Source: an optimization exercise on an open RTL-to-GDS flow (aim: small area, a short achievable clock period and few clock cycles). Production flows keep margins and buffers that such runs may drop. In this exercise RTL edits were held to simulation tests only and were not proved equivalent to the original. Power and IR drop assume default switching activity.

## job 1327
Design bst_sorter_top, start of the top module:
module bst_sorter_top (
	input 			clk,
	input 			rstn,
	input 			sw_rst,
	input [4:0]		i_cnfg_elems_num,
	input 			i_enable,
	output logic 		o_sorter_phase,
	input 			new_elem_valid,
	input [15:0] 		new_elem_key,
	input [31:0] 		new_elem_value,
	output logic 		new_elem_ack,
	output logic 		sort_is_done_pls,
	output logic [15:0]	min_elem_key,
	output logic [31:0]	min_elem_value,
	output logic [15:0]	max_elem_key,
	output logic [31:0]	max_elem_value,
	input 			get_all_sorted_data_req_pls,
	output logic 		get_all_sorted_data_done_lvl,
	output logic [3:0] 	get_elem_idx,
	output logic		get_elem_valid,
	output logic [15:0] 	get_elem_key,
	output logic [31:0] 	get_elem_value
	);
Settings: LEC_CHECK=0, ABC_CLOCK_PERIOD_IN_PS=3000, CAP_MARGIN=20, CORE_MARGIN=2, CORE_UTILIZATION=40, SLEW_MARGIN=20; clock period 10.0 ns.
standard.sh (not shown) runs the stock make flow with config.mk's settings and CLKGATE_MAP_FILE= SYNTH_SCRIPT=/design/flow/synth_recipe.tcl, a recipe that flattens the netlist after the stock synthesis.
==> flow/flow/run.sh <==
#!/bin/bash
set -euo pipefail
bash standard.sh SETUP_SLACK_MARGIN=6.8 \
	BUFFER_PORTS_ARGS="-buffer_cell sky130_fd_sc_hd__buf_1" \
	CTS_CLUSTER_SIZE=27 CTS_CLUSTER_DIAMETER=90 \
	finish > standard.log 2>&1
Testbench counts of job 1327, summed over its fixed seeds: cycles 14,738.
Input changes introduced in job 3195 (baseline for comparison: job 1327):
==> flow/flow/run.sh <==
#!/bin/bash
set -euo pipefail
bash standard.sh SETUP_SLACK_MARGIN=6.4 \
	BUFFER_PORTS_ARGS="-buffer_cell sky130_fd_sc_hd__buf_1" \
	CTS_CLUSTER_SIZE=22 CTS_CLUSTER_DIAMETER=80 \
	finish > standard.log 2>&1
[summary]
- Compare job 1327 and job 3195 | post-layout minimum cycle time higher: job 3195
- Against job 1327, job 3195 comes in 0.054 mW higher on total power.
- Taking job 1327 as the reference, in job 3195 reported clock group power increased by about 9% relative to the old numbers; core utilization decreased by 1.6 points relative to the old numbers; count of plain and timing-repair buffers in the layout decreased by about 23% relative to the old numbers; number of top-level pins closely matched the old numbers; final worst slack decreased by 120 ps relative to the old numbers.
- For the share of total power in combinational logic, job 3195 came in 2.0 points lower than job 1327 did.
- Job 1327 and job 3195 ended up with nearly the same number of placed cells counting well taps.
- Job 3195 ends up with a wire length reported by the detailed router that is 4100 um lower than in job 1327.
- Job 3195 — combinational logic power about 18% lower, job 1327 as reference

========
bst_sorter_top, a different RTL version from the one above (not shown whole).
For scale: about 210 I/O pins, roughly 0.033 sq mm of cells after synthesis.
Settings: LEC_CHECK=0, ABC_CLOCK_PERIOD_IN_PS=3000, CAP_MARGIN=20, CORE_MARGIN=2, CORE_UTILIZATION=40, SLEW_MARGIN=20; clock period 10.0 ns.
==> flow/flow/run.sh <==
#!/bin/bash
set -euo pipefail
bash standard.sh SETUP_SLACK_MARGIN=6.75 \
	BUFFER_PORTS_ARGS="-buffer_cell sky130_fd_sc_hd__buf_1" \
	CTS_CLUSTER_SIZE=27 CTS_CLUSTER_DIAMETER=90 \
	finish > standard.log 2>&1
The baseline finished clean.
Testbench counts at the start, summed over its fixed seeds: cycles 15,218.
==> next run, changes <==
==> flow/flow/run.sh (replaced) <==
#!/bin/bash
set -euo pipefail
bash standard.sh SETUP_SLACK_MARGIN=6.85 \
	BUFFER_PORTS_ARGS="-buffer_cell sky130_fd_sc_hd__buf_1" \
	CTS_CLUSTER_SIZE=27 CTS_CLUSTER_DIAMETER=90 \
	finish > standard.log 2>&1
- CORE_UTILIZATION: 40 -> 55
The changed run completed without violations. First-iteration DRC count shrinks by 7.3%. Wire length shrinks by 4.7%. Sequential cell count is unchanged. Worst setup slack improved by 32 ps. Area after synthesis is unchanged. Critical path depth stays the same. Die area shrinks by 27%. Via count hardly moves. Total power grows by 1.6%.
==> next run, changes <==
==> flow/flow/run.sh (replaced) <==
#!/bin/bash
set -euo pipefail
bash standard.sh SETUP_SLACK_MARGIN=6.6 \
	BUFFER_PORTS_ARGS="-buffer_cell sky130_fd_sc_hd__buf_1" \
	CTS_CLUSTER_SIZE=27 CTS_CLUSTER_DIAMETER=90 \
	finish > standard.log 2>&1
- CORE_UTILIZATION: 55 -> 40
Result: Power goes down by 2.8%; area after synthesis is unchanged; global-route usage goes down by 8.0 points; clock skew goes up by 4.3 ps; non-clock buffer count goes down by 77; cell area goes down by 3.1%.
==> next run, changes <==
==> flow/flow/run.sh (replaced) <==
#!/bin/bash
set -euo pipefail
bash standard.sh SETUP_SLACK_MARGIN=6.75 \
	BUFFER_PORTS_ARGS="-buffer_cell sky130_fd_sc_hd__buf_1" \
	CTS_CLUSTER_SIZE=27 CTS_CLUSTER_DIAMETER=90 \
	finish > standard.log 2>&1
- CORE_UTILIZATION: 40 -> 55
What happened:
- global-route usage came out higher by 7.7 points
- total power came out lower slightly
- sequential share of layout area came out higher by 0.17 points

========
Setup of old:
bst_sorter_top, a different RTL version from the one above (not shown whole).
Size: about 3000 cells after synthesis, ~990 flip-flops.
Settings: LEC_CHECK=0, ABC_CLOCK_PERIOD_IN_PS=3000, CAP_MARGIN=20, CORE_MARGIN=2, CORE_UTILIZATION=40, SLEW_MARGIN=20; clock period 10.0 ns.
==> flow/flow/run.sh <==
#!/bin/bash
set -euo pipefail
bash standard.sh SETUP_SLACK_MARGIN=6.6 \
	BUFFER_PORTS_ARGS="-buffer_cell sky130_fd_sc_hd__buf_1" \
	CTS_CLUSTER_SIZE=22 CTS_CLUSTER_DIAMETER=80 \
	finish > standard.log 2>&1
Testbench counts of old, summed over its fixed seeds: cycles 15,218.
Input-level comparison between new and old:
diff --git a/flow/flow/run.sh b/flow/flow/run.sh
--- a/flow/flow/run.sh
+++ b/flow/flow/run.sh
@@ -3 +3 @@
-bash standard.sh SETUP_SLACK_MARGIN=6.6 \
+bash standard.sh SETUP_SLACK_MARGIN=6.4 \
--- outcome ---
- Weighted congestion reported at the end of routability-driven placement shrinks slightly when moving from old to new.
- On post-layout net count, new and old are basically level.
- Utilization of the core after routing: old vs new — no meaningful difference
- Changes observed in new relative to old: number of global-route vias before repair now sits higher; maximum fanout along the worst path now sits higher.
- A kind of critical path of in -> reg is what new shows, while reg -> out belongs to old.
- new supports a lower top clock frequency than old.

## what the ideal ports hide
The results above use ideal ports. As a check the final layouts listed here were re-extracted and re-timed, cells and wires unchanged.
Step 1, drivers: a clkbuf_16 drives clk and a buf_2 each remaining input, both assumed.
Step 2 times the ports against the registers' clock, not the clock port: input delays grow and output delays shrink by t, the midpoint of the rising clock arrivals with the driver on.
Three values: no drivers, after step 1, after step 2; two values: the first two.
| run | shift t [ns] | setup slack, ns | hold WS [ns] | slew at the worst register clock pin (ns) | worst data-port slew with drivers (ns) |
|---|---|---|---|---|---|
| job 1327 | 0.698 | 6.418 / 6.418 / 5.788 | 0.338 / 0.338 / 0.338 | 0.12 / 0.12 | 0.06 |
| job 3195 | 0.730 | 6.302 / 6.302 / 5.720 | 0.332 / 0.332 / 0.332 | 0.10 / 0.10 | 0.04 |
| the first run of note 2 | 0.706 | 6.695 / 6.626 / 6.238 | 0.344 / 0.344 / 0.344 | 0.11 / 0.11 | 0.07 |
| the second run of note 2 | 0.689 | 6.727 / 6.660 / 6.263 | 0.340 / 0.340 / 0.340 | 0.11 / 0.11 | 0.08 |
| the third run of note 2 | 0.680 | 6.642 / 6.577 / 6.132 | 0.338 / 0.338 / 0.338 | 0.11 / 0.11 | 0.04 |
| the fourth run of note 2 | 0.686 | 6.734 / 6.670 / 6.232 | 0.349 / 0.349 / 0.349 | 0.11 / 0.11 | 0.08 |
| old | 0.715 | 6.637 / 6.569 / 6.161 | 0.334 / 0.334 / 0.334 | 0.10 / 0.10 | 0.07 |
| new | 0.711 | 6.521 / 6.547 / 5.849 | 0.347 / 0.347 / 0.347 | 0.10 / 0.10 | 0.07 |
After both steps setup and hold are still met in every run listed. For new, which loses most, drivers alone change the setup slack by +0.026 ns; drivers and shift together by -0.672 ns.
